From an optimization exercise on the open Yosys and OpenROAD flow, aimed at small area, a short achievable clock period and few clock cycles per item; shortcuts taken in it are not production practice. The RTL was checked by simulation tests, not by an equivalence proof against the original design. Power and IR drop assume default switching activity.

$ cat design/flow/design.v
module filter(
        input clock,
        input reset,
        input start,
        output reg done,
        input  [15:0] data_in,
        output reg [15:0] data_out
    );
    reg [15:0] h0, h1, h2, h3, h4, h5, h6;
    reg [23:0] p0, p1;
    genvar gi;
    wire [8:0] ld, hold;
    wire [111:0] hq = {h6, h5, h4, h3, h2, h1, h0};
    wire [111:0] hn = {h5, h4, h3, h2, h1, h0, data_in};
    wire [111:0] hd;
    generate
        for (gi = 0; gi < 9; gi = gi + 1) begin : sel
            selgen g (start, reset, ld[gi], hold[gi]);
        end
        for (gi = 0; gi < 112; gi = gi + 1) begin : hsel
            ao22 m (ld[gi / 16], hn[gi], hold[gi / 16], hq[gi], hd[gi]);
        end
    endgenerate
    always @(posedge clock)
        {h6, h5, h4, h3, h2, h1, h0} <= hd;
    reg  [16:0] pc;    
    wire pca_1, pca_2;
    ha pca_1_c (h0[0], h3[0], pca_1, pca_2);
    wire pca_3, pca_4;
    ha pca_3_c (h0[1], h3[1], pca_3, pca_4);
    wire pca_5, pca_6;
    ha pca_5_c (h0[2], h3[2], pca_5, pca_6);
    wire pca_7, pca_8;
    ha pca_7_c (h0[3], h3[3], pca_7, pca_8);
    wire pca_9, pca_10;
    ha pca_9_c (h0[4], h3[4], pca_9, pca_10);
    wire pca_11, pca_12;
    ha pca_11_c (h0[5], h3[5], pca_11, pca_12);
    wire pca_13, pca_14;
    ha pca_13_c (h0[6], h3[6], pca_13, pca_14);
    wire pca_15, pca_16;
    ha pca_15_c (h0[7], h3[7], pca_15, pca_16);
    wire pca_17, pca_18;
    ha pca_17_c (h0[8], h3[8], pca_17, pca_18);
    wire pca_19, pca_20;
    ha pca_19_c (h0[9], h3[9], pca_19, pca_20);
    wire pca_21, pca_22;
    ha pca_21_c (h0[10], h3[10], pca_21, pca_22);
    wire pca_23, pca_24;
    ha pca_23_c (h0[11], h3[11], pca_23, pca_24);
    wire pca_25, pca_26;
    ha pca_25_c (h0[12], h3[12], pca_25, pca_26);
    wire pca_27, pca_28;
    ha pca_27_c (h0[13], h3[13], pca_27, pca_28);
    wire pca_29, pca_30;
    ha pca_29_c (h0[14], h3[14], pca_29, pca_30);
    wire pca_31, pca_32;
    ha pca_31_c (h0[15], h3[15], pca_31, pca_32);
    wire pca_33, pca_34;
    ha pca_33_c (h0[15], h3[15], pca_33, pca_34);
    wire pca_35;
    gc pca_35_c (pca_4, pca_3, pca_2, pca_35);
    wire pca_36;
    gc pca_36_c (pca_8, pca_7, pca_6, pca_36);
    wire pca_37;
    an pca_37_c (pca_7, pca_5, pca_37);
    wire pca_38;
    gc pca_38_c (pca_12, pca_11, pca_10, pca_38);
    wire pca_39;
    an pca_39_c (pca_11, pca_9, pca_39);
    wire pca_40;
    gc pca_40_c (pca_16, pca_15, pca_14, pca_40);
    wire pca_41;
    an pca_41_c (pca_15, pca_13, pca_41);
    wire pca_42;
    gc pca_42_c (pca_20, pca_19, pca_18, pca_42);
    wire pca_43;
    an pca_43_c (pca_19, pca_17, pca_43);
    wire pca_44;
    gc pca_44_c (pca_24, pca_23, pca_22, pca_44);
    wire pca_45;
    an pca_45_c (pca_23, pca_21, pca_45);
    wire pca_46;
    gc pca_46_c (pca_28, pca_27, pca_26, pca_46);
    wire pca_47;
    an pca_47_c (pca_27, pca_25, pca_47);
    wire pca_48;
    gc pca_48_c (pca_32, pca_31, pca_30, pca_48);
    wire pca_49;
    an pca_49_c (pca_31, pca_29, pca_49);
    wire pca_50;
    gc pca_50_c (pca_36, pca_37, pca_35, pca_50);
    wire pca_51;
    gc pca_51_c (pca_40, pca_41, pca_38, pca_51);
    wire pca_52;
    an pca_52_c (pca_41, pca_39, pca_52);
    wire pca_53;
    gc pca_53_c (pca_44, pca_45, pca_42, pca_53);
    wire pca_54;
    an pca_54_c (pca_45, pca_43, pca_54);
    wire pca_55;
    gc pca_55_c (pca_48, pca_49, pca_46, pca_55);
    wire pca_56;
    an pca_56_c (pca_49, pca_47, pca_56);
    wire pca_57;
    gc pca_57_c (pca_51, pca_52, pca_50, pca_57);
    wire pca_58;
    gc pca_58_c (pca_55, pca_56, pca_53, pca_58);
    wire pca_59;
    an pca_59_c (pca_56, pca_54, pca_59);
    wire pca_60;
    gc pca_60_c (pca_58, pca_59, pca_57, pca_60);
    wire pca_61;
    gc pca_61_c (pca_53, pca_54, pca_57, pca_61);
    wire pca_62;
    gc pca_62_c (pca_38, pca_39, pca_50, pca_62);
    wire pca_63;
    gc pca_63_c (pca_42, pca_43, pca_57, pca_63);
    wire pca_64;
    gc pca_64_c (pca_46, pca_47, pca_61, pca_64);
    wire pca_65;
    gc pca_65_c (pca_6, pca_5, pca_35, pca_65);
    wire pca_66;
    gc pca_66_c (pca_10, pca_9, pca_50, pca_66);
    wire pca_67;
    gc pca_67_c (pca_14, pca_13, pca_62, pca_67);
    wire pca_68;
    gc pca_68_c (pca_18, pca_17, pca_57, pca_68);
    wire pca_69;
    gc pca_69_c (pca_22, pca_21, pca_63, pca_69);
    wire pca_70;
    gc pca_70_c (pca_26, pca_25, pca_61, pca_70);
    wire pca_71;
    gc pca_71_c (pca_30, pca_29, pca_64, pca_71);
    wire pca_72;
    xo pca_72_c (pca_3, pca_2, pca_72);
    wire pca_73;
    xo pca_73_c (pca_5, pca_35, pca_73);
    wire pca_74;
    xo pca_74_c (pca_7, pca_65, pca_74);
    wire pca_75;
    xo pca_75_c (pca_9, pca_50, pca_75);
    wire pca_76;
    xo pca_76_c (pca_11, pca_66, pca_76);
    wire pca_77;
    xo pca_77_c (pca_13, pca_62, pca_77);
    wire pca_78;
    xo pca_78_c (pca_15, pca_67, pca_78);
    wire pca_79;
    xo pca_79_c (pca_17, pca_57, pca_79);
    wire pca_80;
    xo pca_80_c (pca_19, pca_68, pca_80);
    wire pca_81;
    xo pca_81_c (pca_21, pca_63, pca_81);
    wire pca_82;
    xo pca_82_c (pca_23, pca_69, pca_82);
    wire pca_83;
    xo pca_83_c (pca_25, pca_61, pca_83);
    wire pca_84;
    xo pca_84_c (pca_27, pca_70, pca_84);
    wire pca_85;
    xo pca_85_c (pca_29, pca_64, pca_85);
    wire pca_86;
    xo pca_86_c (pca_31, pca_71, pca_86);
    wire pca_87;
    xo pca_87_c (pca_33, pca_60, pca_87);
    wire [16:0] pc_n = {pca_87, pca_86, pca_85, pca_84, pca_83, pca_82, pca_81, pca_80, pca_79, pca_78, pca_77, pca_76, pca_75, pca_74, pca_73, pca_72, pca_1};
    wire [16:0] pc_d;
    generate
        for (gi = 0; gi < 17; gi = gi + 1) begin : pcsel
            ao22 m (ld[7], pc_n[gi], hold[7], pc[gi], pc_d[gi]);
        end
    endgenerate
    always @(posedge clock)
        pc <= pc_d;
    reg  [16:0] pd;    
    wire pda_1, pda_2;
    ha pda_1_c (h1[0], h2[0], pda_1, pda_2);
    wire pda_3, pda_4;
    ha pda_3_c (h1[1], h2[1], pda_3, pda_4);
    wire pda_5, pda_6;
    ha pda_5_c (h1[2], h2[2], pda_5, pda_6);
    wire pda_7, pda_8;
    ha pda_7_c (h1[3], h2[3], pda_7, pda_8);
    wire pda_9, pda_10;
    ha pda_9_c (h1[4], h2[4], pda_9, pda_10);
    wire pda_11, pda_12;
    ha pda_11_c (h1[5], h2[5], pda_11, pda_12);
    wire pda_13, pda_14;
    ha pda_13_c (h1[6], h2[6], pda_13, pda_14);
    wire pda_15, pda_16;
    ha pda_15_c (h1[7], h2[7], pda_15, pda_16);
    wire pda_17, pda_18;
    ha pda_17_c (h1[8], h2[8], pda_17, pda_18);
    wire pda_19, pda_20;
    ha pda_19_c (h1[9], h2[9], pda_19, pda_20);
    wire pda_21, pda_22;
    ha pda_21_c (h1[10], h2[10], pda_21, pda_22);
    wire pda_23, pda_24;
    ha pda_23_c (h1[11], h2[11], pda_23, pda_24);
    wire pda_25, pda_26;
    ha pda_25_c (h1[12], h2[12], pda_25, pda_26);
    wire pda_27, pda_28;
    ha pda_27_c (h1[13], h2[13], pda_27, pda_28);
    wire pda_29, pda_30;
    ha pda_29_c (h1[14], h2[14], pda_29, pda_30);
    wire pda_31, pda_32;
    ha pda_31_c (h1[15], h2[15], pda_31, pda_32);
    wire pda_33, pda_34;
    ha pda_33_c (h1[15], h2[15], pda_33, pda_34);
    wire pda_35;
    gc pda_35_c (pda_4, pda_3, pda_2, pda_35);
    wire pda_36;
    gc pda_36_c (pda_8, pda_7, pda_6, pda_36);
    wire pda_37;
    an pda_37_c (pda_7, pda_5, pda_37);
    wire pda_38;
    gc pda_38_c (pda_12, pda_11, pda_10, pda_38);
    wire pda_39;
    an pda_39_c (pda_11, pda_9, pda_39);
    wire pda_40;
    gc pda_40_c (pda_16, pda_15, pda_14, pda_40);
    wire pda_41;
    an pda_41_c (pda_15, pda_13, pda_41);
    wire pda_42;
    gc pda_42_c (pda_20, pda_19, pda_18, pda_42);
    wire pda_43;
    an pda_43_c (pda_19, pda_17, pda_43);
    wire pda_44;
    gc pda_44_c (pda_24, pda_23, pda_22, pda_44);
    wire pda_45;
    an pda_45_c (pda_23, pda_21, pda_45);
    wire pda_46;
    gc pda_46_c (pda_28, pda_27, pda_26, pda_46);
    wire pda_47;
    an pda_47_c (pda_27, pda_25, pda_47);
    wire pda_48;
    gc pda_48_c (pda_32, pda_31, pda_30, pda_48);
    wire pda_49;
    an pda_49_c (pda_31, pda_29, pda_49);
    wire pda_50;
    gc pda_50_c (pda_36, pda_37, pda_35, pda_50);
    wire pda_51;
    gc pda_51_c (pda_40, pda_41, pda_38, pda_51);
    wire pda_52;
    an pda_52_c (pda_41, pda_39, pda_52);
    wire pda_53;
    gc pda_53_c (pda_44, pda_45, pda_42, pda_53);
    wire pda_54;
    an pda_54_c (pda_45, pda_43, pda_54);
    wire pda_55;
    gc pda_55_c (pda_48, pda_49, pda_46, pda_55);
    wire pda_56;
    an pda_56_c (pda_49, pda_47, pda_56);
    wire pda_57;
    gc pda_57_c (pda_51, pda_52, pda_50, pda_57);
    wire pda_58;
    gc pda_58_c (pda_55, pda_56, pda_53, pda_58);
    wire pda_59;
    an pda_59_c (pda_56, pda_54, pda_59);
    wire pda_60;
    gc pda_60_c (pda_58, pda_59, pda_57, pda_60);
    wire pda_61;
    gc pda_61_c (pda_53, pda_54, pda_57, pda_61);
    wire pda_62;
    gc pda_62_c (pda_38, pda_39, pda_50, pda_62);
    wire pda_63;
    gc pda_63_c (pda_42, pda_43, pda_57, pda_63);
    wire pda_64;
    gc pda_64_c (pda_46, pda_47, pda_61, pda_64);
    wire pda_65;
    gc pda_65_c (pda_6, pda_5, pda_35, pda_65);
    wire pda_66;
    gc pda_66_c (pda_10, pda_9, pda_50, pda_66);
    wire pda_67;
    gc pda_67_c (pda_14, pda_13, pda_62, pda_67);
    wire pda_68;
    gc pda_68_c (pda_18, pda_17, pda_57, pda_68);
    wire pda_69;
    gc pda_69_c (pda_22, pda_21, pda_63, pda_69);
    wire pda_70;
    gc pda_70_c (pda_26, pda_25, pda_61, pda_70);
    wire pda_71;
    gc pda_71_c (pda_30, pda_29, pda_64, pda_71);
    wire pda_72;
    xo pda_72_c (pda_3, pda_2, pda_72);
    wire pda_73;
    xo pda_73_c (pda_5, pda_35, pda_73);
    wire pda_74;
    xo pda_74_c (pda_7, pda_65, pda_74);
    wire pda_75;
    xo pda_75_c (pda_9, pda_50, pda_75);
    wire pda_76;
    xo pda_76_c (pda_11, pda_66, pda_76);
    wire pda_77;
    xo pda_77_c (pda_13, pda_62, pda_77);
    wire pda_78;
    xo pda_78_c (pda_15, pda_67, pda_78);
    wire pda_79;
    xo pda_79_c (pda_17, pda_57, pda_79);
    wire pda_80;
    xo pda_80_c (pda_19, pda_68, pda_80);
    wire pda_81;
    xo pda_81_c (pda_21, pda_63, pda_81);
    wire pda_82;
    xo pda_82_c (pda_23, pda_69, pda_82);
    wire pda_83;
    xo pda_83_c (pda_25, pda_61, pda_83);
    wire pda_84;
    xo pda_84_c (pda_27, pda_70, pda_84);
    wire pda_85;
    xo pda_85_c (pda_29, pda_64, pda_85);
    wire pda_86;
    xo pda_86_c (pda_31, pda_71, pda_86);
    wire pda_87;
    xo pda_87_c (pda_33, pda_60, pda_87);
    wire [16:0] pd_n = {pda_87, pda_86, pda_85, pda_84, pda_83, pda_82, pda_81, pda_80, pda_79, pda_78, pda_77, pda_76, pda_75, pda_74, pda_73, pda_72, pda_1};
    wire [16:0] pd_d;
    generate
        for (gi = 0; gi < 17; gi = gi + 1) begin : pdsel
            ao22 m (ld[8], pd_n[gi], hold[8], pd[gi], pd_d[gi]);
        end
    endgenerate
    always @(posedge clock)
        pd <= pd_d;
    wire s0, c0;
    ha u0 (h0[2], h0[3], s0, c0);
    wire s1, c1;
    fa u1 (h0[3], h0[4], h5[3], s1, c1);
    wire s2, c2;
    ha u2 (h5[4], pc[1], s2, c2);
    wire s3, c3;
    fa u3 (h0[4], h0[5], h5[4], s3, c3);
    wire s4, c4;
    fa u4 (h5[5], pc[2], pc[4], s4, c4);
    wire s5, c5;
    fa u5 (h0[5], h0[6], h5[5], s5, c5);
    wire s6, c6;
    fa u6 (h5[6], pc[3], pc[5], s6, c6);
    wire s7, c7;
    fa u7 (h0[6], h0[7], h5[6], s7, c7);
    wire s8, c8;
    fa u8 (h5[7], pc[4], pc[6], s8, c8);
    wire s9, c9;
    fa u9 (h0[7], h0[8], h5[7], s9, c9);
    wire s10, c10;
    fa u10 (h5[8], pc[5], pc[7], s10, c10);
    wire s11, c11;
    fa u11 (h0[8], h0[9], h5[8], s11, c11);
    wire s12, c12;
    fa u12 (h5[9], pc[6], pc[8], s12, c12);
    wire s13, c13;
    fa u13 (h0[9], h0[10], h5[9], s13, c13);
    wire s14, c14;
    fa u14 (h5[10], pc[7], pc[9], s14, c14);
    wire s15, c15;
    fa u15 (h0[10], h0[11], h5[10], s15, c15);
    wire s16, c16;
    fa u16 (h5[11], pc[8], pc[10], s16, c16);
    wire s17, c17;
    fa u17 (h0[11], h0[12], h5[11], s17, c17);
    wire s18, c18;
    fa u18 (h5[12], pc[9], pc[11], s18, c18);
    wire s19, c19;
    fa u19 (h0[12], h0[13], h5[12], s19, c19);
    wire s20, c20;
    fa u20 (h5[13], pc[10], pc[12], s20, c20);
    wire s21, c21;
    fa1 u21 (h0[13], h0[14], s21, c21);
    wire s22, c22;
    fa u22 (h5[13], h5[14], pc[11], s22, c22);
    wire s23, c23;
    ha u23 (pc[13], pc[15], s23, c23);
    wire s24, c24;
    fa1 u24 (h0[14], ~h0[15], s24, c24);
    wire s25, c25;
    fa u25 (h5[14], ~h5[15], pc[12], s25, c25);
    wire s26, c26;
    fa u26 (h0[0], h0[1], h5[0], s26, c26);
    wire s27, c27;
    ha u27 (h5[1], pc[0], s27, c27);
    wire s28, c28;
    fa u28 (h0[1], h0[2], h5[1], s28, c28);
    wire s29, c29;
    fa u29 (h5[2], pc[1], pc[3], s29, c29);
    wire s30, c30;
    ha u30 (pd[1], ~pd[4], s30, c30);
    wire s31, c31;
    fa u31 (h5[2], h5[3], pc[0], s31, c31);
    wire s32, c32;
    fa u32 (pc[2], pc[4], pd[2], s32, c32);
    wire s33, c33;
    fa u33 (~pd[5], h6[4], s0, s33, c33);
    wire s34, c34;
    fa u34 (pc[3], pc[5], pd[0], s34, c34);
    wire s35, c35;
    fa u35 (pd[3], ~pd[6], h6[5], s35, c35);
    wire s36, c36;
    fa u36 (c0, s2, s1, s36, c36);
    wire s37, c37;
    fa u37 (pc[6], pd[1], pd[4], s37, c37);
    wire s38, c38;
    fa u38 (~pd[7], h6[6], c2, s38, c38);
    wire s39, c39;
    fa u39 (c1, s3, s4, s39, c39);
    wire s40, c40;
    fa u40 (pc[7], pd[2], pd[5], s40, c40);
    wire s41, c41;
    fa u41 (~pd[8], h6[7], c3, s41, c41);
    wire s42, c42;
    fa u42 (c4, s5, s6, s42, c42);
    wire s43, c43;
    fa u43 (pc[8], pd[3], pd[6], s43, c43);
    wire s44, c44;
    fa u44 (~pd[9], h6[8], c5, s44, c44);
    wire s45, c45;
    fa u45 (c6, s7, s8, s45, c45);
    wire s46, c46;
    fa u46 (pc[9], pd[4], pd[7], s46, c46);
    wire s47, c47;
    fa u47 (~pd[10], h6[9], c7, s47, c47);
    wire s48, c48;
    fa u48 (c8, s9, s10, s48, c48);
    wire s49, c49;
    fa u49 (pc[10], pd[5], pd[8], s49, c49);
    wire s50, c50;
    fa u50 (~pd[11], h6[10], c9, s50, c50);
    wire s51, c51;
    fa u51 (c10, s11, s12, s51, c51);
    wire s52, c52;
    fa u52 (pc[11], pd[6], pd[9], s52, c52);
    wire s53, c53;
    fa u53 (~pd[12], h6[11], c11, s53, c53);
    wire s54, c54;
    fa u54 (c12, s13, s14, s54, c54);
    wire s55, c55;
    fa u55 (pc[12], pd[7], pd[10], s55, c55);
    wire s56, c56;
    fa u56 (~pd[13], h6[12], c13, s56, c56);
    wire s57, c57;
    fa u57 (c14, s15, s16, s57, c57);
    wire s58, c58;
    fa u58 (pc[13], pd[8], pd[11], s58, c58);
    wire s59, c59;
    fa u59 (~pd[14], h6[13], c15, s59, c59);
    wire s60, c60;
    fa u60 (c16, s17, s18, s60, c60);
    wire s61, c61;
    fa u61 (pc[14], pd[9], pd[12], s61, c61);
    wire s62, c62;
    fa u62 (~pd[15], h6[14], c17, s62, c62);
    wire s63, c63;
    fa u63 (c18, s19, s20, s63, c63);
    wire s64, c64;
    fa u64 (pd[10], pd[13], pd[16], s64, c64);
    wire s65, c65;
    fa u65 (~h6[15], s21, s23, s65, c65);
    wire s66, c66;
    fa u66 (c19, c20, s22, s66, c66);
    wire s67, c67;
    fa u67 (pc[14], ~pc[16], pd[11], s67, c67);
    wire s68, c68;
    fa u68 (pd[14], c21, c23, s68, c68);
    wire s69, c69;
    fa u69 (s24, c22, s25, s69, c69);
    wire s70, c70;
    fa1 u70 (~h0[15], ~h5[15], s70, c70);
    wire s71, c71;
    fa u71 (pc[13], pc[15], pd[12], s71, c71);
    wire s72, c72;
    fa u72 (pd[15], c24, c25, s72, c72);
    wire s73, c73;
    fa1 u73 (pc[14], ~pc[16], s73, c73);
    wire s74, c74;
    ha u74 (h0[0], h5[0], s74, c74);
    wire s75, c75;
    fa u75 (pc[2], pd[0], ~pd[3], s75, c75);
    wire s76, c76;
    ha u76 (h6[2], s27, s76, c76);
    wire s77, c77;
    fa u77 (h6[3], c27, s30, s77, c77);
    wire s78, c78;
    fa u78 (c26, s28, s29, s78, c78);
    wire s79, c79;
    fa u79 (c30, c28, c29, s79, c79);
    wire s80, c80;
    fa u80 (s31, s32, s33, s80, c80);
    wire s81, c81;
    fa u81 (c31, c32, s34, s81, c81);
    wire s82, c82;
    fa u82 (s35, c33, s36, s82, c82);
    wire s83, c83;
    fa u83 (c34, c35, s37, s83, c83);
    wire s84, c84;
    fa u84 (s38, c36, s39, s84, c84);
    wire s85, c85;
    fa u85 (c37, s40, c38, s85, c85);
    wire s86, c86;
    fa u86 (c39, s41, s42, s86, c86);
    wire s87, c87;
    fa u87 (c40, s43, c41, s87, c87);
    wire s88, c88;
    fa u88 (c42, s44, s45, s88, c88);
    wire s89, c89;
    fa u89 (c43, s46, c44, s89, c89);
    wire s90, c90;
    fa u90 (c45, s47, s48, s90, c90);
    wire s91, c91;
    fa u91 (c46, s49, c47, s91, c91);
    wire s92, c92;
    fa u92 (c48, s50, s51, s92, c92);
    wire s93, c93;
    fa u93 (c49, s52, c50, s93, c93);
    wire s94, c94;
    fa u94 (c51, s53, s54, s94, c94);
    wire s95, c95;
    fa u95 (c52, s55, c53, s95, c95);
    wire s96, c96;
    fa u96 (c54, s56, s57, s96, c96);
    wire s97, c97;
    fa u97 (c55, s58, c56, s97, c97);
    wire s98, c98;
    fa u98 (c57, s59, s60, s98, c98);
    wire s99, c99;
    fa u99 (c58, s61, c59, s99, c99);
    wire s100, c100;
    fa u100 (c60, s62, s63, s100, c100);
    wire s101, c101;
    fa u101 (c61, s64, c62, s101, c101);
    wire s102, c102;
    fa u102 (s65, c63, s66, s102, c102);
    wire s103, c103;
    fa u103 (c64, s67, c65, s103, c103);
    wire s104, c104;
    fa u104 (s68, c66, s69, s104, c104);
    wire s105, c105;
    fa u105 (s70, c67, s71, s105, c105);
    wire s106, c106;
    fa u106 (c68, c69, s72, s106, c106);
    wire s107, c107;
    fa u107 (pd[13], ~pd[16], c70, s107, c107);
    wire s108, c108;
    fa u108 (s73, c71, c72, s108, c108);
    wire s109, c109;
    fa1 u109 (pc[15], pd[14], s109, c109);
    wire s110, c110;
    ha u110 (pc[1], ~pd[2], s110, c110);
    wire s111, c111;
    fa u111 (c74, s75, s26, s111, c111);
    wire s112, c112;
    fa u112 (c75, c76, s77, s112, c112);
    wire s113, c113;
    fa u113 (c77, c78, s79, s113, c113);
    wire s114, c114;
    fa u114 (c79, s81, c80, s114, c114);
    wire s115, c115;
    fa u115 (c81, s83, c82, s115, c115);
    wire s116, c116;
    fa u116 (c83, s85, c84, s116, c116);
    wire s117, c117;
    fa u117 (c85, s87, c86, s117, c117);
    wire s118, c118;
    fa u118 (c87, s89, c88, s118, c118);
    wire s119, c119;
    fa u119 (c89, s91, c90, s119, c119);
    wire s120, c120;
    fa u120 (c91, s93, c92, s120, c120);
    wire s121, c121;
    fa u121 (c93, s95, c94, s121, c121);
    wire s122, c122;
    fa u122 (c95, s97, c96, s122, c122);
    wire s123, c123;
    fa u123 (c97, s99, c98, s123, c123);
    wire s124, c124;
    fa u124 (c99, s101, c100, s124, c124);
    wire s125, c125;
    fa u125 (c101, s103, c102, s125, c125);
    wire s126, c126;
    fa u126 (s105, c103, c104, s126, c126);
    wire s127, c127;
    fa u127 (s107, c105, c106, s127, c127);
    wire s128, c128;
    fa u128 (s109, c73, c107, s128, c128);
    wire s129, c129;
    fa1 u129 (~pc[16], pd[15], s129, c129);
    wire s130, c130;
    ha u130 (pc[0], ~pd[1], s130, c130);
    wire s131, c131;
    fa u131 (h6[1], s110, s74, s131, c131);
    wire s132, c132;
    fa u132 (c110, s76, s111, s132, c132);
    wire s133, c133;
    fa u133 (c111, s78, s112, s133, c133);
    wire s134, c134;
    fa u134 (c112, s80, s113, s134, c134);
    wire s135, c135;
    fa u135 (c113, s82, s114, s135, c135);
    wire s136, c136;
    fa u136 (s84, c114, s115, s136, c136);
    wire s137, c137;
    fa u137 (s86, c115, s116, s137, c137);
    wire s138, c138;
    fa u138 (s88, c116, s117, s138, c138);
    wire s139, c139;
    fa u139 (s90, c117, s118, s139, c139);
    wire s140, c140;
    fa u140 (s92, c118, s119, s140, c140);
    wire s141, c141;
    fa u141 (s94, c119, s120, s141, c141);
    wire s142, c142;
    fa u142 (s96, c120, s121, s142, c142);
    wire s143, c143;
    fa u143 (s98, c121, s122, s143, c143);
    wire s144, c144;
    fa u144 (s100, c122, s123, s144, c144);
    wire s145, c145;
    fa u145 (s102, c123, s124, s145, c145);
    wire s146, c146;
    fa u146 (s104, c124, s125, s146, c146);
    wire s147, c147;
    fa u147 (s106, c125, s126, s147, c147);
    wire s148, c148;
    fa u148 (s108, c126, s127, s148, c148);
    wire s149, c149;
    fa u149 (s128, c108, c127, s149, c149);
    wire s150, c150;
    fa u150 (s129, c109, c128, s150, c150);
    wire s151, c151;
    fa1 u151 (~pd[16], c129, s151, c151);
    always @(posedge clock) begin
        p0[1] <= h6[0];
        p0[2] <= c130;
        p0[3] <= c131;
        p0[4] <= c132;
        p0[5] <= c133;
        p0[6] <= c134;
        p0[7] <= c135;
        p0[8] <= c136;
        p0[9] <= c137;
        p0[10] <= c138;
        p0[11] <= c139;
        p0[12] <= c140;
        p0[13] <= c141;
        p0[14] <= c142;
        p0[15] <= c143;
        p0[16] <= c144;
        p0[17] <= c145;
        p0[18] <= c146;
        p0[19] <= c147;
        p0[20] <= c148;
        p0[21] <= s150;
        p0[22] <= s151;
        p0[23] <= c151;
        p1[0] <= ~pd[0];
        p1[1] <= s130;
        p1[2] <= s131;
        p1[3] <= s132;
        p1[4] <= s133;
        p1[5] <= s134;
        p1[6] <= s135;
        p1[7] <= s136;
        p1[8] <= s137;
        p1[9] <= s138;
        p1[10] <= s139;
        p1[11] <= s140;
        p1[12] <= s141;
        p1[13] <= s142;
        p1[14] <= s143;
        p1[15] <= s144;
        p1[16] <= s145;
        p1[17] <= s146;
        p1[18] <= s147;
        p1[19] <= s148;
        p1[20] <= s149;
        p1[21] <= c149;
        p1[22] <= c150;
    end
    wire s152, c152;
    ha u152 (p0[1], p1[1], s152, c152);
    wire s153, c153;
    fa u153 (p0[2], p1[2], h0[1], s153, c153);
    wire s154, c154;
    fa u154 (p0[3], p1[3], h0[2], s154, c154);
    wire s155, c155;
    fa u155 (p0[4], p1[4], h0[3], s155, c155);
    wire s156, c156;
    fa u156 (p0[5], p1[5], h0[4], s156, c156);
    wire s157, c157;
    fa u157 (p0[6], p1[6], h0[5], s157, c157);
    wire s158, c158;
    fa u158 (p0[7], p1[7], h0[6], s158, c158);
    wire s159, c159;
    fa u159 (p0[8], p1[8], h0[7], s159, c159);
    wire s160, c160;
    fa u160 (p0[9], p1[9], h0[8], s160, c160);
    wire s161, c161;
    fa u161 (p0[10], p1[10], h0[9], s161, c161);
    wire s162, c162;
    fa u162 (p0[11], p1[11], h0[10], s162, c162);
    wire s163, c163;
    fa u163 (p0[12], p1[12], h0[11], s163, c163);
    wire s164, c164;
    fa u164 (p0[13], p1[13], h0[12], s164, c164);
    wire s165, c165;
    fa u165 (p0[14], p1[14], h0[13], s165, c165);
    wire s166, c166;
    fa u166 (p0[15], p1[15], h0[14], s166, c166);
    wire s167, c167;
    fa u167 (p0[16], p1[16], ~h0[15], s167, c167);
    wire s168, c168;
    ha u168 (p0[17], p1[17], s168, c168);
    wire s169, c169;
    ha u169 (p0[18], p1[18], s169, c169);
    wire s170, c170;
    ha u170 (p0[19], p1[19], s170, c170);
    wire s171, c171;
    ha u171 (p0[20], p1[20], s171, c171);
    wire s172, c172;
    ha u172 (p0[21], p1[21], s172, c172);
    wire s173, c173;
    ha u173 (p0[22], p1[22], s173, c173);
    wire fy_1, fy_2;
    ha fy_1_c (h0[0], s152, fy_1, fy_2);
    wire fy_3, fy_4;
    ha fy_3_c (c152, s153, fy_3, fy_4);
    wire fy_5, fy_6;
    ha fy_5_c (c153, s154, fy_5, fy_6);
    wire fy_7, fy_8;
    ha fy_7_c (c154, s155, fy_7, fy_8);
    wire fy_9, fy_10;
    ha fy_9_c (c155, s156, fy_9, fy_10);
    wire fy_11, fy_12;
    ha fy_11_c (c156, s157, fy_11, fy_12);
    wire fy_13, fy_14;
    ha fy_13_c (c157, s158, fy_13, fy_14);
    wire fy_15, fy_16;
    ha fy_15_c (c158, s159, fy_15, fy_16);
    wire fy_17, fy_18;
    ha fy_17_c (c159, s160, fy_17, fy_18);
    wire fy_19, fy_20;
    ha fy_19_c (c160, s161, fy_19, fy_20);
    wire fy_21, fy_22;
    ha fy_21_c (c161, s162, fy_21, fy_22);
    wire fy_23, fy_24;
    ha fy_23_c (c162, s163, fy_23, fy_24);
    wire fy_25, fy_26;
    ha fy_25_c (c163, s164, fy_25, fy_26);
    wire fy_27, fy_28;
    ha fy_27_c (c164, s165, fy_27, fy_28);
    wire fy_29, fy_30;
    ha fy_29_c (c165, s166, fy_29, fy_30);
    wire fy_31, fy_32;
    ha fy_31_c (c166, s167, fy_31, fy_32);
    wire fy_33, fy_34;
    ha fy_33_c (s168, c167, fy_33, fy_34);
    wire fy_35, fy_36;
    ha fy_35_c (c168, s169, fy_35, fy_36);
    wire fy_37, fy_38;
    ha fy_37_c (c169, s170, fy_37, fy_38);
    wire fy_39, fy_40;
    ha fy_39_c (c170, s171, fy_39, fy_40);
    wire fy_41, fy_42;
    ha fy_41_c (c171, s172, fy_41, fy_42);
    wire fy_43, fy_44;
    ha fy_43_c (c172, s173, fy_43, fy_44);
    wire fy_45, fy_46;
    ha fy_45_c (p0[23], c173, fy_45, fy_46);
    wire fy_47;
    gc fy_47_c (fy_2, fy_1, p1[0], fy_47);
    wire fy_48;
    gc fy_48_c (fy_6, fy_5, fy_4, fy_48);
    wire fy_49;
    an fy_49_c (fy_5, fy_3, fy_49);
    wire fy_50;
    gc fy_50_c (fy_10, fy_9, fy_8, fy_50);
    wire fy_51;
    an fy_51_c (fy_9, fy_7, fy_51);
    wire fy_52;
    gc fy_52_c (fy_14, fy_13, fy_12, fy_52);
    wire fy_53;
    an fy_53_c (fy_13, fy_11, fy_53);
    wire fy_54;
    gc fy_54_c (fy_18, fy_17, fy_16, fy_54);
    wire fy_55;
    an fy_55_c (fy_17, fy_15, fy_55);
    wire fy_56;
    gc fy_56_c (fy_22, fy_21, fy_20, fy_56);
    wire fy_57;
    an fy_57_c (fy_21, fy_19, fy_57);
    wire fy_58;
    gc fy_58_c (fy_26, fy_25, fy_24, fy_58);
    wire fy_59;
    an fy_59_c (fy_25, fy_23, fy_59);
    wire fy_60;
    gc fy_60_c (fy_30, fy_29, fy_28, fy_60);
    wire fy_61;
    an fy_61_c (fy_29, fy_27, fy_61);
    wire fy_62;
    gc fy_62_c (fy_34, fy_33, fy_32, fy_62);
    wire fy_63;
    an fy_63_c (fy_33, fy_31, fy_63);
    wire fy_64;
    gc fy_64_c (fy_38, fy_37, fy_36, fy_64);
    wire fy_65;
    an fy_65_c (fy_37, fy_35, fy_65);
    wire fy_66;
    gc fy_66_c (fy_42, fy_41, fy_40, fy_66);
    wire fy_67;
    an fy_67_c (fy_41, fy_39, fy_67);
    wire fy_68;
    gc fy_68_c (fy_48, fy_49, fy_47, fy_68);
    wire fy_69;
    gc fy_69_c (fy_52, fy_53, fy_50, fy_69);
    wire fy_70;
    an fy_70_c (fy_53, fy_51, fy_70);
    wire fy_71;
    gc fy_71_c (fy_20, fy_19, fy_54, fy_71);
    wire fy_72;
    an fy_72_c (fy_19, fy_55, fy_72);
    wire fy_73;
    gc fy_73_c (fy_56, fy_57, fy_54, fy_73);
    wire fy_74;
    an fy_74_c (fy_57, fy_55, fy_74);
    wire fy_75;
    gc fy_75_c (fy_28, fy_27, fy_58, fy_75);
    wire fy_76;
    an fy_76_c (fy_27, fy_59, fy_76);
    wire fy_77;
    gc fy_77_c (fy_60, fy_61, fy_58, fy_77);
    wire fy_78;
    an fy_78_c (fy_61, fy_59, fy_78);
    wire fy_79;
    gc fy_79_c (fy_36, fy_35, fy_62, fy_79);
    wire fy_80;
    an fy_80_c (fy_35, fy_63, fy_80);
    wire fy_81;
    gc fy_81_c (fy_64, fy_65, fy_62, fy_81);
    wire fy_82;
    an fy_82_c (fy_65, fy_63, fy_82);
    wire fy_83;
    gc fy_83_c (fy_44, fy_43, fy_66, fy_83);
    wire fy_84;
    an fy_84_c (fy_43, fy_67, fy_84);
    wire fy_85;
    gc fy_85_c (fy_69, fy_70, fy_68, fy_85);
    wire fy_86;
    gc fy_86_c (fy_24, fy_23, fy_73, fy_86);
    wire fy_87;
    an fy_87_c (fy_23, fy_74, fy_87);
    wire fy_88;
    gc fy_88_c (fy_58, fy_59, fy_73, fy_88);
    wire fy_89;
    an fy_89_c (fy_59, fy_74, fy_89);
    wire fy_90;
    gc fy_90_c (fy_75, fy_76, fy_73, fy_90);
    wire fy_91;
    an fy_91_c (fy_76, fy_74, fy_91);
    wire fy_92;
    gc fy_92_c (fy_77, fy_78, fy_73, fy_92);
    wire fy_93;
    an fy_93_c (fy_78, fy_74, fy_93);
    wire fy_94;
    gc fy_94_c (fy_40, fy_39, fy_81, fy_94);
    wire fy_95;
    an fy_95_c (fy_39, fy_82, fy_95);
    wire fy_96;
    gc fy_96_c (fy_66, fy_67, fy_81, fy_96);
    wire fy_97;
    an fy_97_c (fy_67, fy_82, fy_97);
    wire fy_98;
    gc fy_98_c (fy_83, fy_84, fy_81, fy_98);
    wire fy_99;
    an fy_99_c (fy_84, fy_82, fy_99);
    wire fy_100;
    gc fy_100_c (fy_16, fy_15, fy_85, fy_100);
    wire fy_101;
    gc fy_101_c (fy_54, fy_55, fy_85, fy_101);
    wire fy_102;
    gc fy_102_c (fy_71, fy_72, fy_85, fy_102);
    wire fy_103;
    gc fy_103_c (fy_73, fy_74, fy_85, fy_103);
    wire fy_104;
    gc fy_104_c (fy_86, fy_87, fy_85, fy_104);
    wire fy_105;
    gc fy_105_c (fy_88, fy_89, fy_85, fy_105);
    wire fy_106;
    gc fy_106_c (fy_90, fy_91, fy_85, fy_106);
    wire fy_107;
    gc fy_107_c (fy_92, fy_93, fy_85, fy_107);
    wire fy_108;
    gc fy_108_c (fy_32, fy_31, fy_107, fy_108);
    wire fy_109;
    gc fy_109_c (fy_62, fy_63, fy_107, fy_109);
    wire fy_110;
    gc fy_110_c (fy_79, fy_80, fy_107, fy_110);
    wire fy_111;
    gc fy_111_c (fy_81, fy_82, fy_107, fy_111);
    wire fy_112;
    gc fy_112_c (fy_94, fy_95, fy_107, fy_112);
    wire fy_113;
    gc fy_113_c (fy_96, fy_97, fy_107, fy_113);
    wire fy_114;
    gc fy_114_c (fy_98, fy_99, fy_107, fy_114);
    wire fy_115;
    xo fy_115_c (fy_15, fy_85, fy_115);
    wire fy_116;
    xo fy_116_c (fy_17, fy_100, fy_116);
    wire fy_117;
    xo fy_117_c (fy_19, fy_101, fy_117);
    wire fy_118;
    xo fy_118_c (fy_21, fy_102, fy_118);
    wire fy_119;
    xo fy_119_c (fy_23, fy_103, fy_119);
    wire fy_120;
    xo fy_120_c (fy_25, fy_104, fy_120);
    wire fy_121;
    xo fy_121_c (fy_27, fy_105, fy_121);
    wire fy_122;
    xo fy_122_c (fy_29, fy_106, fy_122);
    wire fy_123;
    xo fy_123_c (fy_31, fy_107, fy_123);
    wire fy_124;
    xo fy_124_c (fy_33, fy_108, fy_124);
    wire fy_125;
    xo fy_125_c (fy_35, fy_109, fy_125);
    wire fy_126;
    xo fy_126_c (fy_37, fy_110, fy_126);
    wire fy_127;
    xo fy_127_c (fy_39, fy_111, fy_127);
    wire fy_128;
    xo fy_128_c (fy_41, fy_112, fy_128);
    wire fy_129;
    xo fy_129_c (fy_43, fy_113, fy_129);
    wire fy_130;
    xo fy_130_c (fy_45, fy_114, fy_130);
    wire [15:0] y = {fy_130, fy_129, fy_128, fy_127, fy_126, fy_125, fy_124, fy_123, fy_122, fy_121, fy_120, fy_119, fy_118, fy_117, fy_116, fy_115};
    reg dn;
    wire ldo   = dn & ~reset;
    wire holdo = ~dn & ~reset;
    wire [15:0] od;
    generate
        for (gi = 0; gi < 16; gi = gi + 1) begin : osel
            ao22 m (ldo, y[gi], holdo, data_out[gi], od[gi]);
        end
    endgenerate
    always @(posedge clock) begin
        done <= start & ~reset;
        dn <= start & ~reset;
        data_out <= od;
    end
endmodule
module fa(input a, input b, input c, output s, output co);
    assign s  = a ^ b ^ c;
    assign co = (a & b) | (a & c) | (b & c);
endmodule
module fa1(input a, input b, output s, output co);
    assign s  = ~(a ^ b);
    assign co = a | b;
endmodule
module ha(input a, input b, output s, output co);
    assign s  = a ^ b;
    assign co = a & b;
endmodule
module gc(input g1, input p1, input g0, output g);
    assign g = g1 | (p1 & g0);
endmodule
module an(input a, input b, output y);
    assign y = a & b;
endmodule
module orr(input a, input b, output y);
    assign y = a | b;
endmodule
module xo(input a, input b, output y);
    assign y = a ^ b;
endmodule
module ao22(input a1, input a2, input b1, input b2, output y);
    assign y = (a1 & a2) | (b1 & b2);
endmodule
module selgen(input start, input reset, output ld, output hold);
    assign ld   = start & ~reset;
    assign hold = ~start & ~reset;
endmodule
$ cat design/flow/flow/run.sh
#!/bin/bash
# Standard ORFS layout (the standard.sh) with changes only to how it is
# optimised: ports are buffered with a plain buffer instead of the default
# delay-buffer cell, and timing repair is asked for more setup margin than the
# 10 ns clock needs, so that it works on the achieved period.
set -euo pipefail
bash standard.sh SETUP_SLACK_MARGIN=7.0 "BUFFER_PORTS_ARGS=-buffer_cell sky130_fd_sc_hd__buf_4" finish > orfs_make.log 2>&1
$ cat design/flow/standard.sh
#!/bin/bash
# synth_recipe.tcl (not shown) runs the flow's synth.tcl, then flattens the netlist and writes it again
# the make line also repeats each setting of config.mk as NAME=value (left out here)
make -C /OpenROAD-flow-scripts/flow DESIGN_CONFIG=/design/flow/config.mk WORK_HOME=/design/flow/orfs CLKGATE_MAP_FILE= SYNTH_SCRIPT=/design/flow/synth_recipe.tcl "${@:-finish}"
$ cat design/flow/config.mk
export PLATFORM = sky130hd
export DESIGN_NAME = filter
export DESIGN_NICKNAME = filter
export VERILOG_FILES = /design/flow/design.v
export SDC_FILE = /design/flow/constraint.sdc
export NUM_CORES = 4
export LEC_CHECK = 0
export CAP_MARGIN = 20
export CORE_MARGIN = 2
export CORE_UTILIZATION = 60
export CTS_BUF_LIST = sky130_fd_sc_hd__clkbuf_8
export CTS_CLUSTER_DIAMETER = 100
export CTS_CLUSTER_SIZE = 16
export SLEW_MARGIN = 20
export SYNTH_HIERARCHICAL = 1
$ cat design/flow/constraint.sdc
create_clock -name core_clock -period 10.0 [get_ports {clock}]
set_input_delay 2.0000 -clock core_clock [delete_from_list [all_inputs] [get_ports {clock}]]
set_output_delay 2.0000 -clock core_clock [all_outputs]
set_load 0.01 [all_outputs]
==> results of run 1 <==
[sequential cells by signal, summed over array words and instances (netlist names), 17 cells and up]
name and flops:
p1 23, pd 17, pc 17, p0 23
[stage by stage]
step,area [um2],utilization (%),std cells
floorplan,11400,-,862
global placement,12000,64.0,1132
detailed placement,12000,64.2,1135
CTS,12300,65.7,1155
global route,12400,66.3,1159
finish,12400,66.3,1159
[per-module statistics from Yosys, one instance, submodules excluded]
module	cells	flip-flops and latches	times used
filter	233	209	1
ha	1	0	73
selgen	2	0	9
xo	1	0	48
fa	1	0	151
gc	1	0	95
an	1	0	47
fa1	5	0	7
ao22	1	0	162
[cell usage in the layout (no fill, tap or decap), drive strengths merged]
cell type and instances:
a22o 162, and2 47, ha 80, clkbuf 17, fa 151, xor2 48
buf 44, inv 51, a21o 95, nor2b 11, nor2 10, dfxtp 209
[final cells by class]
type	count	area (um2)	share of cell area, %
Clock buffer	17	234	1.89
Multi-Input combinational cell	604	7060	56.9
Clock inverter	2	20.0	0.161
Timing Repair Buffer	44	372	3.00
Tap cell	234	293	2.36
Inverter	49	184	1.48
Sequential cell	209	4250	34.2
[layer usage]
metal | up-vias | track usage [%] | share of wire [%]
met2 | 124 | 45.3 | 49
met5 | - | 0 | 0
met3 | 56 | 3.81 | 3.4
li1 | 3193 | - | -
met1 | 3554 | 33.6 | 43
met4 | 0 | 11.7 | 5.0
[worst max-delay path, delay by kind of cell]
kind	cells	cell delay [ns]
and+or+nand+nor	1	0.89
AOI/OAI and AO/OA	1	0.26
buffers and inverters	1	0.24
[cells by family (layout without fill, tap and decap cells)]
group / Yosys count / in the layout / share of synthesized area, %
adders and majority gates: 231 / 231 / 35.3
AOI/OAI and AO/OA: 257 / 257 / 18.7
DFF: 209 / 209 / 36.7
and+or+nand+nor: 68 / 68 / 4.10
buffers and inverters: 49 / 112 / 1.61
xor gates and xnor gates: 48 / 48 / 3.68
[what timing repair did]
action,4_1_cts,5_1_grt
gates resized for setup,23,35
setup endpoints to repair,52,34
cloned,0,0
setup buffers,1,4
[power by group through the flow]
stage | Clock (mW) | Sequential, mW | Combinational (mW)
6_report | 0.423 | 1.01 | 0.830
3_3_place_gp | 0 | 1.02 | 0.786
3_5_place_dp | 0 | 1.03 | 0.811
4_1_cts | 0.440 | 1.01 | 0.820
2_1_floorplan | 0 | 1.02 | 0.595
5_1_grt | 0.467 | 1.02 | 0.950
[how the worst min path moves through the flow]
stage                     slack [ns]  cells past startpoint             to
final                           0.42                      0  p0[1]$_DFF_P_
after global routing            0.42                      0  p0[1]$_DFF_P_
after CTS                       0.42                      0  p0[1]$_DFF_P_
after detailed placement        0.41                      0  p0[1]$_DFF_P_
after global placement          0.41                      0  p0[1]$_DFF_P_
after floorplan                 0.33                      0  p0[1]$_DFF_P_
==> results.sh, run 1 <==
export IMPL_die_area_um2=20100
export IMPL_final_setup_tns_ns=0
export IMPL_numClockSinks=209
export IMPL_crit_arrival_ns=3.40
export IMPL_timing_rr_end="p1[9]$_DFF_P_"
export IMPL_synth_common_cells="209 x dfxtp_1, 162 x a22o_1, 151 x fa_1, 95 x a21o_1, 80 x ha_1"
export IMPL_maxCapViolCount=0
export IMPL_ys_types=11
export IMPL_cpPeakStageDelay_ns=0.89
export IMPL_ys_flop_type="dfxtp_1"
export IMPL_fp_dieH_um=142
export IMPL_hold_viol=0
export IMPL_min_path_type="reg -> reg"
export IMPL_antenna_found_initial=0
export IMPL_crit_type="in -> reg"
export IMPL_critPathCapture="h3[14]$_DFF_P_"
export IMPL_core_um2=18700
export IMPL_avgViaCountPerCell=5.98
export IMPL_synth_top_area_cell="dfxtp_1"
export IMPL_worstMarginPinSlew_ns=1.13
export IMPL_io_buffers=35
export IMPL_htreeDepth=1
export IMPL_fmax_mhz=337
export IMPL_grtUsageTotal_pct=26.4
export IMPL_synth_cells=862
export IMPL_synthToLayoutAreaGrowth_pct=8.72
export IMPL_num_vias=6927
export IMPL_power_mw=2.27
export IMPL_path_max_fanout=21
export IMPL_rrSetupSlack_ns=7.09
export IMPL_worstSetupStartpointType="input port"
export IMPL_final_max_slew_viol_count=0
export IMPL_ir_drop_mv=0.106
export IMPL_relSlewSlack_pct=24.7
export IMPL_net_switching_power_mw=0.749
export IMPL_rows=50
export IMPL_r2r_start="h0[5]$_DFF_P_"
export IMPL_status="finished clean"
export IMPL_synth_top_cell_area_share_pct=36.7
export IMPL_synth_edff_count=0
export IMPL_dp_slack_ns=6.45
export IMPL_ys_async_sr_fraction_pct=0
export IMPL_drive_gt1_share_pct=12.0
export IMPL_skew_ns=0.0277
export IMPL_layout_nets=1175
export IMPL_grt_max_degree=22
export IMPL_synth_area_per_cell_um2=13.2
export IMPL_start_util_pct=61.0
export IMPL_p_leak_nw=6.51
export IMPL_grt_setup_unrepaired="true"
export IMPL_startpoint="reset"
export IMPL_n_fill_cell=1427
export IMPL_clock_path_buffers=3
export IMPL_diodes=0
export IMPL_yosysMostFrequentCell="dfxtp_1"
export IMPL_power_frac_comb_pct=36.6
export IMPL_crit_path_end_kind="flip-flop"
export IMPL_drt_wl_total_um=25100
export IMPL_holdWs_ns=0.423
export IMPL_reg2reg_depth=5
export IMPL_synth_area_um2=11400
export IMPL_synth_area_leaders="dfxtp_1 37%, fa_1 26%, a22o_1 12%"
export IMPL_clk_latency_ns=0.49
export IMPL_cts_tree="done"
export IMPL_hold_start="h6[0]$_DFF_P_"
export IMPL_seq_power_share_pct=44.7
export IMPL_post_route_period_util_pct=29.6
export IMPL_clkSlewWorstSetupHoldPaths_ns=0.10
export IMPL_required_ns=10.43
export IMPL_setup_viol=0
export IMPL_drt_iter0_drc=243
export IMPL_grt_pass1_wl_um=40700
export IMPL_synth_yosys_seq_area_share_pct=36.7
export IMPL_cp_slowest_cell="nor2_1"
export IMPL_final_antenna_net_count=0
export IMPL_p_int_mw=1.52
export IMPL_place_detailed_hpwl_um=19600
export IMPL_drc=0
export IMPL_cts_root_buf="clkbuf_8"
export IMPL_cts_buffers=17
export IMPL_die_w_um=142
export IMPL_ys_ff_latch=209
export IMPL_firstDrtPassIters=5
export IMPL_min_period_ns=2.96
export IMPL_crit_chain="buf_4 > nor2_1 > a22o_1"
export IMPL_setup_slack_ns=7.04
export IMPL_wl_per_cell_um=21.6
export IMPL_io_pins=36
export IMPL_synth_fp_nets=1112
export IMPL_yosys_warnings=7
export IMPL_power_density_nw_per_um2=183
export IMPL_switching_share_pct=33.1
export IMPL_grt_ovfl_total=0
export IMPL_clkPwrFrac_pct=18.7
export IMPL_place_gp_congestion=0.834
export IMPL_holdBufCountCts=0
export IMPL_grt_pass1_vias=7603
Testbench counts, summed over its fixed seeds: cycles 2,064, samples 2,048.
==> inputs of run 2 (changes only) <==
--- a/design/flow/config.mk
+++ b/design/flow/config.mk
@@ -8,8 +8,8 @@
 export CAP_MARGIN = 20
 export CORE_MARGIN = 2
 export CORE_UTILIZATION = 60
-export CTS_BUF_LIST = sky130_fd_sc_hd__clkbuf_8
+export CTS_BUF_LIST = sky130_fd_sc_hd__clkbuf_8 sky130_fd_sc_hd__clkbuf_16
 export CTS_CLUSTER_DIAMETER = 100
-export CTS_CLUSTER_SIZE = 16
+export CTS_CLUSTER_SIZE = 24
 export SLEW_MARGIN = 20
 export SYNTH_HIERARCHICAL = 1
==> run 2 against run 1 <==
Net effect: synthesized area unchanged; total power increased by 2.3%; first-iteration DRC count increased by 7.4%; clock power increased by 19%; worst setup slack improved by 0.015 ns; largest power group unchanged.
==> results.sh, run 2 <==
export IMPL_cts_root_buf="clkbuf_16"
export IMPL_grt_max_degree=25
export IMPL_relSlewSlack_pct=47.3
export IMPL_startpoint="dn$_DFF_P_"
export IMPL_num_vias=6939
export IMPL_htreeDepth=1
export IMPL_die_w_um=142
export IMPL_final_antenna_net_count=0
export IMPL_setup_viol=0
export IMPL_wl_per_cell_um=21.9
export IMPL_grt_setup_unrepaired="false"
export IMPL_ys_ff_latch=209
export IMPL_grtUsageTotal_pct=26.5
export IMPL_fmax_mhz=339
export IMPL_grt_pass1_wl_um=40800
export IMPL_cts_buffers=12
export IMPL_synth_area_per_cell_um2=13.2
export IMPL_skew_ns=0.0119
export IMPL_synth_yosys_seq_area_share_pct=36.7
export IMPL_worstMarginPinSlew_ns=0.789
export IMPL_grt_ovfl_total=0
export IMPL_clkSlewWorstSetupHoldPaths_ns=0.09
export IMPL_fin_cells=1151
export IMPL_worstSetupStartpointType="flip-flop"
export IMPL_crit_arrival_ns=0.95
export IMPL_cp_buffers_inverters=1
export IMPL_cts_tree="done"
export IMPL_reg_top3="p0 x23, p1 x23"
export IMPL_ys_async_sr_fraction_pct=0
export IMPL_r2r_start="h0[15]$_DFF_P_"
export IMPL_layout_commonest_cell="dfxtp_1"
export IMPL_synth_area_um2=11400
export IMPL_yosysMostFrequentCell="dfxtp_1"
export IMPL_synth_top_cell_area_share_pct=36.7
export IMPL_crit_family="flip-flops"
export IMPL_crit_type="reg -> out"
export IMPL_rows=50
export IMPL_drc=0
export IMPL_post_route_period_util_pct=29.5
export IMPL_fp_dieH_um=142
export IMPL_timing_rr_end="p1[19]$_DFF_P_"
export IMPL_mostFrequentLayoutCells="190 x dfxtp_1, 162 x a22o_1, 151 x fa_1"
export IMPL_drive_gt1_share_pct=9.92
export IMPL_drt_iter0_drc=261
export IMPL_layout_nets=1165
export IMPL_placed_cells_incl_taps=1135
export IMPL_min_period_ns=2.95
export IMPL_final_max_slew_viol_count=0
export IMPL_place_detailed_hpwl_um=19600
export IMPL_power_density_nw_per_um2=187
export IMPL_start_util_pct=61.0
export IMPL_synth_edff_count=0
export IMPL_p_leak_nw=6.51
export IMPL_synth_cells=862
export IMPL_crit_path_end_kind="output port"
export IMPL_final_area_um2=12400
export IMPL_drt_wl_total_um=25200
export IMPL_synth_top_area_cell="dfxtp_1"
export IMPL_io_buffers=35
export IMPL_diodes=0
export IMPL_firstDrtPassIters=4
export IMPL_synth_area_leaders="dfxtp_1 37%, fa_1 26%, a22o_1 12%"
export IMPL_rrSetupSlack_ns=7.09
export IMPL_required_ns=8.00
export IMPL_crit_chain="buf_4"
export IMPL_clk_latency_ns=0.47
export IMPL_status="finished clean"
export IMPL_antenna_found_initial=0
export IMPL_grt_pass1_vias=7576
export IMPL_synth_common_cells="209 x dfxtp_1, 162 x a22o_1, 151 x fa_1, 95 x a21o_1, 80 x ha_1"
export IMPL_numClockSinks=209
export IMPL_ys_types=11
export IMPL_core_um2=18700
export IMPL_placed_area_um2=12000
export IMPL_cp_depth=1
export IMPL_io_pins=36
export IMPL_synthToLayoutAreaGrowth_pct=8.69
export IMPL_place_gp_congestion=0.834
export IMPL_holdBufCountCts=0
export IMPL_path_max_fanout=3
export IMPL_final_setup_tns_ns=0
export IMPL_maxCapViolCount=0
export IMPL_reg2reg_depth=8
export IMPL_ys_flop_type="dfxtp_1"
export IMPL_min_path_type="reg -> reg"
export IMPL_critPathCapture="done"
export IMPL_ir_drop_mv=0.132
export IMPL_clock_path_buffers=3
export IMPL_hold_viol=0
export IMPL_die_area_um2=20100
export IMPL_synth_fp_nets=1112
export IMPL_cp_slowest_cell="dfxtp_2"
export IMPL_avgViaCountPerCell=6.03
export IMPL_cpPeakStageDelay_ns=0.34
export IMPL_yosys_warnings=7
==> run 2: cell count changes in the layout (fill, tap and decap cells not counted), sizes merged <==
cell / delta
clkbuf: -4
clkinv: +2
buf: -5
inv: -1
==> run 2: how the worst min path moves through the flow <==
stage | startpoint | endpoint | slack (ns) | cells past startpoint
3_3_place_gp | h6[0]$_DFF_P_ | p0[1]$_DFF_P_ | 0.41 | 0
3_5_place_dp | h6[0]$_DFF_P_ | p0[1]$_DFF_P_ | 0.41 | 0
4_1_cts | h6[0]$_DFF_P_ | p0[1]$_DFF_P_ | 0.43 | 0
5_1_grt | h6[0]$_DFF_P_ | p0[1]$_DFF_P_ | 0.43 | 0
2_1_floorplan | h6[0]$_DFF_P_ | p0[1]$_DFF_P_ | 0.33 | 0
6_report | h6[0]$_DFF_P_ | p0[1]$_DFF_P_ | 0.42 | 0
==> run 2: cell families after synthesis <==
logic type	after synthesis	synth area share, %
xor gates and xnor gates	48	3.68
and+or+nand+nor	68	4.10
buffers and inverters	49	1.61
adders and majority gates	231	35.3
DFF	209	36.7
AOI/OAI and AO/OA	257	18.7
==> run 2: timing repair <==
item	4_1_cts	5_1_grt
endpoints found under the setup margin	66	39
hold endpoints to repair	0	0
setup buffers	0	0
gates resized for setup	18	18
==> run 2: metrics by stage <==
step           util [%]  setup slack, ns  total power, mW  hold WS [ns]
2_1_floorplan         -             7.14             1.61         0.332
3_3_place_gp       64.0             6.43             1.81         0.411
3_5_place_dp       64.2             6.45             1.84         0.415
4_1_cts            66.1             7.00             2.35         0.434
5_1_grt            66.3             7.00             2.49         0.429
6_report           66.3             7.05             2.32         0.417
==> run 2: layer usage <==
layer	share of wire, %	up-vias	track usage (%)
met5	0	-	0
met4	4.7	0	10.9
met3	3.7	53	3.17
met2	49	143	46.2
met1	42	3560	33.8
li1	-	3183	-
==> run 2: final cells by class <==
class / count / area (um2)
multi-input combinational: 604 / 7060
fill: 1425 / 6300
sequential: 209 / 4230
clock buffer: 13 / 325
timing repair buffer: 39 / 293
tap: 234 / 293
inverter: 49 / 184
clock inverter: 3 / 13.8
==> run 2: where the power goes <==
group	switching, mW	internal [mW]	total, mW
logic	0.410	0.401	0.811
clock network	0.267	0.235	0.502
registers	0.0718	0.932	1.00
total	0.749	1.57	2.32
==> run 2: modules after synthesis (local to each module, per instance) <==
module / cells / area (um2) / times used / flops+latches
an: 1 / 6.26 / 47 / 0
ao22: 1 / 8.76 / 162 / 0
fa: 1 / 20.0 / 151 / 0
fa1: 5 / 27.5 / 7 / 0
filter: 233 / 4280 / 1 / 209
gc: 1 / 7.51 / 95 / 0
ha: 1 / 12.5 / 73 / 0
selgen: 2 / 17.5 / 9 / 0
xo: 1 / 8.76 / 48 / 0
==> inputs of run 3 (changes only) <==
--- a/design/flow/config.mk
+++ b/design/flow/config.mk
@@ -8,8 +8,7 @@
 export CAP_MARGIN = 20
 export CORE_MARGIN = 2
 export CORE_UTILIZATION = 60
-export CTS_BUF_LIST = sky130_fd_sc_hd__clkbuf_8 sky130_fd_sc_hd__clkbuf_16
 export CTS_CLUSTER_DIAMETER = 100
-export CTS_CLUSTER_SIZE = 24
+export CTS_CLUSTER_SIZE = 30
 export SLEW_MARGIN = 20
 export SYNTH_HIERARCHICAL = 1
==> run 3 against run 2 <==
Net effect: still clean on timing, DRC and antenna; die area unchanged; utilization shrank 0.13 points; cell count is essentially flat; via count shrank 0.19%; combinational power about the same; highest routed layer unchanged.
==> results.sh, run 3 <==
export IMPL_htreeDepth=1
export IMPL_use_met1_pct=33.7
export IMPL_rows=50
export IMPL_p_leak_nw=6.49
export IMPL_clock_path_buffers=3
export IMPL_r2r_start="pc[12]$_DFF_P_"
export IMPL_reg_top3="p0 x23, p1 x23"
export IMPL_grt_ovfl_total=0
export IMPL_die_w_um=142
export IMPL_switching_share_pct=32.9
export IMPL_crit_chain="buf_4"
export IMPL_fp_dieH_um=142
export IMPL_drc=0
export IMPL_placed_area_um2=12000
export IMPL_status="finished clean"
export IMPL_min_path_type="reg -> reg"
export IMPL_net_switching_power_mw=0.758
export IMPL_synth_common_cells="209 x dfxtp_1, 162 x a22o_1, 151 x fa_1, 95 x a21o_1, 80 x ha_1"
export IMPL_multiInputGateArea_um2=7060
export IMPL_grt_busiest_layer="met2"
export IMPL_diodes=0
export IMPL_firstDrtPassIters=5
export IMPL_hold_start="h6[0]$_DFF_P_"
export IMPL_synth_yosys_seq_area_share_pct=36.7
export IMPL_mostFrequentLayoutCells="188 x dfxtp_1, 162 x a22o_1, 151 x fa_1"
export IMPL_grt_pass1_vias=7575
export IMPL_rrSetupSlack_ns=7.08
export IMPL_skew_ns=0.0221
export IMPL_drt_wl_total_um=25200
export IMPL_startpoint="dn$_DFF_P_"
export IMPL_synth_area_um2=11400
export IMPL_grt_met2_usage_pct=46.5
export IMPL_seq_power_share_pct=43.7
export IMPL_synth_edff_count=0
export IMPL_ys_flop_type="dfxtp_1"
export IMPL_layout_commonest_cell="dfxtp_1"
export IMPL_grt_max_degree=31
export IMPL_grtUsageMet3_pct=3.00
export IMPL_worstSetupStartpointType="flip-flop"
export IMPL_maxCapViolCount=0
export IMPL_ys_async_sr_fraction_pct=0
export IMPL_avgViaCountPerCell=6.02
export IMPL_ys_ff_latch=209
export IMPL_required_ns=8.00
export IMPL_holdPathEnd="p0[1]$_DFF_P_"
export IMPL_numClockSinks=209
export IMPL_cts_resized=16
export IMPL_clk_latency_ns=0.48
export IMPL_cts_root_buf="clkbuf_16"
export IMPL_final_area_um2=12400
export IMPL_synth_fp_nets=1112
export IMPL_drt_iter0_drc=295
export IMPL_p_int_mw=1.54
export IMPL_grt_setup_unrepaired="true"
export IMPL_seq_area_um2=4230
export IMPL_post_cts_buffers=0
export IMPL_crit_family="flip-flops"
export IMPL_io_pins=36
export IMPL_hold_viol=0
export IMPL_crit_arrival_ns=0.97
export IMPL_synth_cells=862
export IMPL_holdWs_ns=0.432
export IMPL_yosysMostFrequentCell="dfxtp_1"
export IMPL_place_gp_congestion=0.834
export IMPL_n_fill_cell=1426
export IMPL_hold_depth=0
export IMPL_final_antenna_net_count=0
export IMPL_grtUsageTotal_pct=26.5
export IMPL_crit_type="reg -> out"
export IMPL_synthToLayoutAreaGrowth_pct=8.48
export IMPL_power_density_nw_per_um2=186
export IMPL_synth_top_cell_area_share_pct=36.7
export IMPL_ir_drop_mv=0.119
export IMPL_drive_gt1_share_pct=10.0
export IMPL_clkPwrFrac_pct=21.1
export IMPL_timing_rr_end="p1[18]$_DFF_P_"
export IMPL_cpPeakStageDelay_ns=0.35
export IMPL_worstMarginPinSlew_ns=1.03
export IMPL_cp_slowest_cell="dfxtp_2"
export IMPL_min_period_ns=2.97
export IMPL_setup_viol=0
export IMPL_final_setup_tns_ns=0
export IMPL_wl_per_cell_um=21.9
export IMPL_crit_path_end_kind="output port"
export IMPL_start_util_pct=61.0
export IMPL_path_max_fanout=3
export IMPL_cts_buffers=11
export IMPL_holdBufCountCts=0
export IMPL_num_vias=6926
export IMPL_reg2reg_depth=5
export IMPL_fmax_mhz=337
export IMPL_cp_buffers_inverters=1
export IMPL_synth_area_per_cell_um2=13.2
export IMPL_io_buffers=35
export IMPL_clkSlewWorstSetupHoldPaths_ns=0.12
export IMPL_synth_area_leaders="dfxtp_1 37%, fa_1 26%, a22o_1 12%"
export IMPL_place_detailed_hpwl_um=19600
export IMPL_power_frac_comb_pct=35.3
export IMPL_layout_nets=1164
export IMPL_ys_types=11
export IMPL_core_um2=18700
export IMPL_grt_pass1_wl_um=40900
export IMPL_final_max_slew_viol_count=0
export IMPL_die_area_um2=20100
export IMPL_cts_tree="done"
export IMPL_synth_top_area_cell="dfxtp_1"
export IMPL_relSlewSlack_pct=30.9
export IMPL_post_route_period_util_pct=29.7
export IMPL_yosys_warnings=7
export IMPL_antenna_found_initial=0
-- run 3: cell counts after synthesis --
No cell type changed its count.
-- run 3: layout make-up --
type                    instances  area share, %
clock buffers                  11           2.22
clock inverters                 4          0.334
inverters                      49           1.49
multi-input cells             604           57.0
flip-flops and latches        209           34.2
well taps                     234           2.37
repair buffers                 39           2.37
-- run 3: power by group through the flow --
| stage | sequential, mW | combinational [mW] | clock (mW) |
|---|---|---|---|
| 2_1_floorplan | 1.02 | 0.595 | 0 |
| 3_3_place_gp | 1.02 | 0.786 | 0 |
| 3_5_place_dp | 1.03 | 0.811 | 0 |
| 4_1_cts | 1.01 | 0.822 | 0.499 |
| 5_1_grt | 1.02 | 0.929 | 0.526 |
| 6_report | 1.00 | 0.811 | 0.485 |
-- run 3: metal layers --
metal	wire length, um	vias to the layer above
met5	0	-
met4	1180	0
met3	934	54
met2	12300	141
met1	10800	3547
li1	-	3184
-- run 3: how the worst max path moves through the flow --
stage | slack [ns] | to | cells past startpoint
2_1_floorplan | 7.14 | data_out[0]$_DFF_P_ | 2
3_3_place_gp | 6.43 | data_out[7]$_DFF_P_ | 3
3_5_place_dp | 6.45 | pc[16]$_DFF_P_ | 3
4_1_cts | 6.94 | pc[1]$_DFF_P_ | 3
5_1_grt | 6.96 | p1[13]$_DFF_P_ | 5
6_report | 7.03 | done | 1
-- run 3: cells by family (layout without fill, tap and decap cells) --
group | count (synthesis) | count (layout) | share of synthesized area (%)
AOI/OAI and AO/OA | 257 | 257 | 18.7
adders and majority gates | 231 | 231 | 35.3
DFF | 209 | 209 | 36.7
and+or+nand+nor | 68 | 68 | 4.10
buffers and inverters | 49 | 103 | 1.61
xor gates and xnor gates | 48 | 48 | 3.68
-- run 3: per-module statistics from Yosys, one instance, submodules excluded --
module	cell area, um2	times used	flops+latches
an	6.26	47	0
fa1	27.5	7	0
selgen	17.5	9	0
gc	7.51	95	0
filter	4280	1	209
ha	12.5	73	0
ao22	8.76	162	0
fa	20.0	151	0
xo	8.76	48	0
-- run 3: through the flow --
stage	utilization [%]	power (mW)	setup slack [ns]	cells
4_1_cts	66.0	2.33	6.94	1150
2_1_floorplan	-	1.61	7.14	862
3_5_place_dp	64.2	1.84	6.45	1135
5_1_grt	66.2	2.47	6.96	1150
6_report	66.2	2.30	7.03	1150
3_3_place_gp	64.0	1.81	6.43	1132

static timing again, ports no longer ideal:
The results above use ideal ports. As a check the final layouts listed here were re-extracted and re-timed, cells and wires unchanged.
Step 1: set_driving_cell puts a clkbuf_16 on clock and a buf_2 on each other input, an assumption about the parent block.
Step 2 moves the port delays by t, midway between the first and last clock arrival at a register: inputs arrive t later, outputs are due t later. That takes back most of the time a late clock gives input paths.
a / b / c = no drivers / after step 1 / after step 2; a / b = the first two.
| run | shift t [ns] | slack for setup (ns) | slew at the worst register clock pin (ns) | worst data-port slew with drivers (ns) | cell pins on the clock port's net |
|---|---|---|---|---|---|
| run 1 | 0.523 | 7.036 / 7.000 / 6.535 | 0.10 / 0.10 | 0.04 | 1 |
| run 2 | 0.508 | 7.052 / 7.008 / 6.761 | 0.10 / 0.10 | 0.04 | 1 |
| run 3 | 0.510 | 7.030 / 6.986 / 6.602 | 0.12 / 0.12 | 0.04 | 1 |
After both steps every run listed still meets setup and hold. The setup slack of run 1, which loses most, moves by -0.036 ns with the drivers and by -0.501 ns with both steps.
